Context: an optimization exercise on an open-source flow, tuned for small area and a short achievable clock period. The choices shown serve that exercise and are no tape-out recipe. In this exercise RTL edits were held to simulation tests only and were not proved equivalent to the original. No activity file was given, so power comes from the tool's default toggle rates.

the reference run:
// pow_5_pipe
module pow_5_pipe
(
    input             clock,
    input      [17:0] n,
    output reg [17:0] n_pow_5
);
Settings: LEC_CHECK=0, CAP_MARGIN=20, CORE_MARGIN=2, CORE_UTILIZATION=40, CTS_BUF_LIST=sky130_fd_sc_hd__clkbuf_4 sky130_fd_sc_hd__clkbuf_8, CTS_CLUSTER_DIAMETER=60, CTS_CLUSTER_SIZE=40, PLACE_DENSITY=0.75, SETUP_SLACK_MARGIN=4.2, SLEW_MARGIN=20; clock period 6.4 ns.
run.sh (not shown) runs the stock make flow with config.mk's settings and CLKGATE_MAP_FILE= SYNTH_SCRIPT=/design/flow/synth_recipe.tcl, a recipe that flattens the netlist after the stock synthesis.
The reference run was carried through to the last stage, and its layout satisfied the timing, DRC and antenna checks.
diff inputs: the reference run => the trial run
- SETUP_SLACK_MARGIN now 4.3, was 4.2
Notes after the runs:
Status: fraction of met3 tracks used by global routing parity (the reference run, the trial run). The trial run finished all stages; the layout is clean. Measured against each other, the reference run and the trial run differ in number of optimization iterations in the first detailed-route pass, the lower figure coming from the trial run. In terms of number of antenna repair diodes, the trial run and the reference run differ only marginally. Relative to the reference run, the total power measured on the trial run has decreased by a few percent. Compared with the reference run, in the trial run post-route standard cell area excluding fillers down about 0.5%; slack of the critical path -0.057 ns; wire length now smaller.

pow_5_pipe, a different RTL version from the one above (not shown whole).
Size in the first run: ~110 flip-flops, about 37 I/O pins.
Settings: LEC_CHECK=0, CAP_MARGIN=20, CORE_MARGIN=2, CORE_UTILIZATION=40, CTS_BUF_LIST=sky130_fd_sc_hd__clkbuf_4 sky130_fd_sc_hd__clkbuf_8, CTS_CLUSTER_DIAMETER=60, CTS_CLUSTER_SIZE=40, PLACE_DENSITY=0.75, SETUP_SLACK_MARGIN=4.2, SLEW_MARGIN=20; clock period 6.4 ns.
standard.sh (not shown) runs the stock make flow with config.mk's settings and CLKGATE_MAP_FILE= SYNTH_SCRIPT=/design/flow/synth_recipe.tcl, a recipe that flattens the netlist after the stock synthesis.
==> flow/flow/run.sh <==
#!/bin/bash
# The standard layout, with these changes to how the layout is made:
#  - synthesis skips Yosys's early "abc -fast" pass (synth -noabc), so that extract_fa
#    finds the carry-save adder tree as the RTL writes it; everything else in the
#    synthesis script is the standard flow's (including -nofsm -noshare, flatten and renaming)
#  - port buffers use sky130_fd_sc_hd__buf_1 (every input and output still gets its own buffer)
#  - clock tree synthesis does not add dummy load cells
set -o pipefail
export BUFFER_PORTS_ARGS="-buffer_cell sky130_fd_sc_hd__buf_1"
export CTS_ARGS="-sink_clustering_enable -repair_clock_nets -dont_use_dummy_load -sink_clustering_size 40 -sink_clustering_max_diameter 60 -buf_list {sky130_fd_sc_hd__clkbuf_4 sky130_fd_sc_hd__clkbuf_8}"
sed '1s/yosys synth -nofsm -noshare /yosys synth -nofsm -noshare -noabc /' synth_recipe.tcl > flow_synth.tcl
sed "s#SYNTH_SCRIPT=[^ ]*synth_recipe.tcl#SYNTH_SCRIPT=$PWD/flow_synth.tcl#" standard.sh > flow_standard.sh
grep -q -- "-noabc" flow_synth.tcl && grep -q "flow_synth.tcl" flow_standard.sh || { echo "could not set up synthesis script" > standard.log; exit 1; }
bash flow_standard.sh finish > standard.log 2>&1
The starting point produced a clean layout.
Edit:
==> flow/run.sh (new file) <==
#!/bin/bash
# synth_recipe.tcl (not shown) runs the flow's synth.tcl, then flattens the netlist and writes it again
# the make line also repeats each setting of config.mk as NAME=value (left out here)
make -C /OpenROAD-flow-scripts/flow DESIGN_CONFIG=/design/flow/config.mk WORK_HOME=/design/flow/orfs CLKGATE_MAP_FILE= SYNTH_SCRIPT=/design/flow/synth_recipe.tcl finish
PLACE_DENSITY = 0.85   (was 0.75)
SETUP_SLACK_MARGIN = 4.3   (was 4.2)
removed: flow/flow/run.sh
removed: flow/standard.sh
After rerunning: The changed run finished with timing, DRC and antenna clean; design area went up by 9.2%; setup slack loses 0.050 ns; register-to-register slack gets worse by 0.05 ns; total power rose by 5.4%; die area grows by 1.7%; clock-buffer cell count does not change; sequential share of layout area fell by 2.9 points; wire length rises by 0.40%.
Edit:
PLACE_DENSITY = 0.75   (was 0.85)
Routed wire length increases by 4.0%. Sequential share of layout area barely changes. Hold slack stays flat. Via count is about the same. Clock-buffer cell count came out higher by 2. Synthesized area is unchanged. Maximum frequency came out higher by 1.4%. Flip-flop and latch count is unchanged.
Edit:
PLACE_DENSITY = unset   (was 0.75)
The changed run ran to the end with no violations. Clock-buffer cell count drops by 1. Clock power climbs by 6.7%. Critical path depth is unchanged. Final area climbs by 0.95%. Power climbs by 1.6%. Non-clock buffer count climbs by 3. Synthesized area stays the same. Setup slack is worse by 0.0068 ns. Via count climbs by 0.71%. Synthesized cell count is unchanged. Register-to-register slack is about the same.

static timing again, ports no longer ideal:
How much do the figures lean on ideal ports? The routed layouts below were timed once more, with nothing changed but the port constraints. Step 1, drivers: a clkbuf_16 drives clock and a buf_2 each remaining input, both assumed. Step 2 adds t to the input delays and takes it off the output delays; t is the mean of the earliest and latest rising clock arrival at the registers after step 1. Input paths then give back, and output paths get back, about the clock's delay inside the block. Slacks: ideal / step 1 / step 2; pairs: ideal / step 1.
run	t (ns)	setup slack, ns	slew at the worst register clock pin (ns)	worst data-port slew with drivers (ns)
the reference run	0.415	4.194 / 4.194 / 4.194	0.11 / 0.11	0.05
the trial run	0.406	4.137 / 4.137 / 4.137	0.10 / 0.10	0.04
the first run of note 2	0.408	4.194 / 4.194 / 4.194	0.10 / 0.10	0.03
the second run of note 2	0.408	4.144 / 4.144 / 4.144	0.10 / 0.10	0.03
the third run of note 2	0.410	4.176 / 4.176 / 4.176	0.10 / 0.10	0.03
the fourth run of note 2	0.425	4.169 / 4.169 / 4.169	0.12 / 0.12	0.04
After both steps every run listed still meets setup and hold.
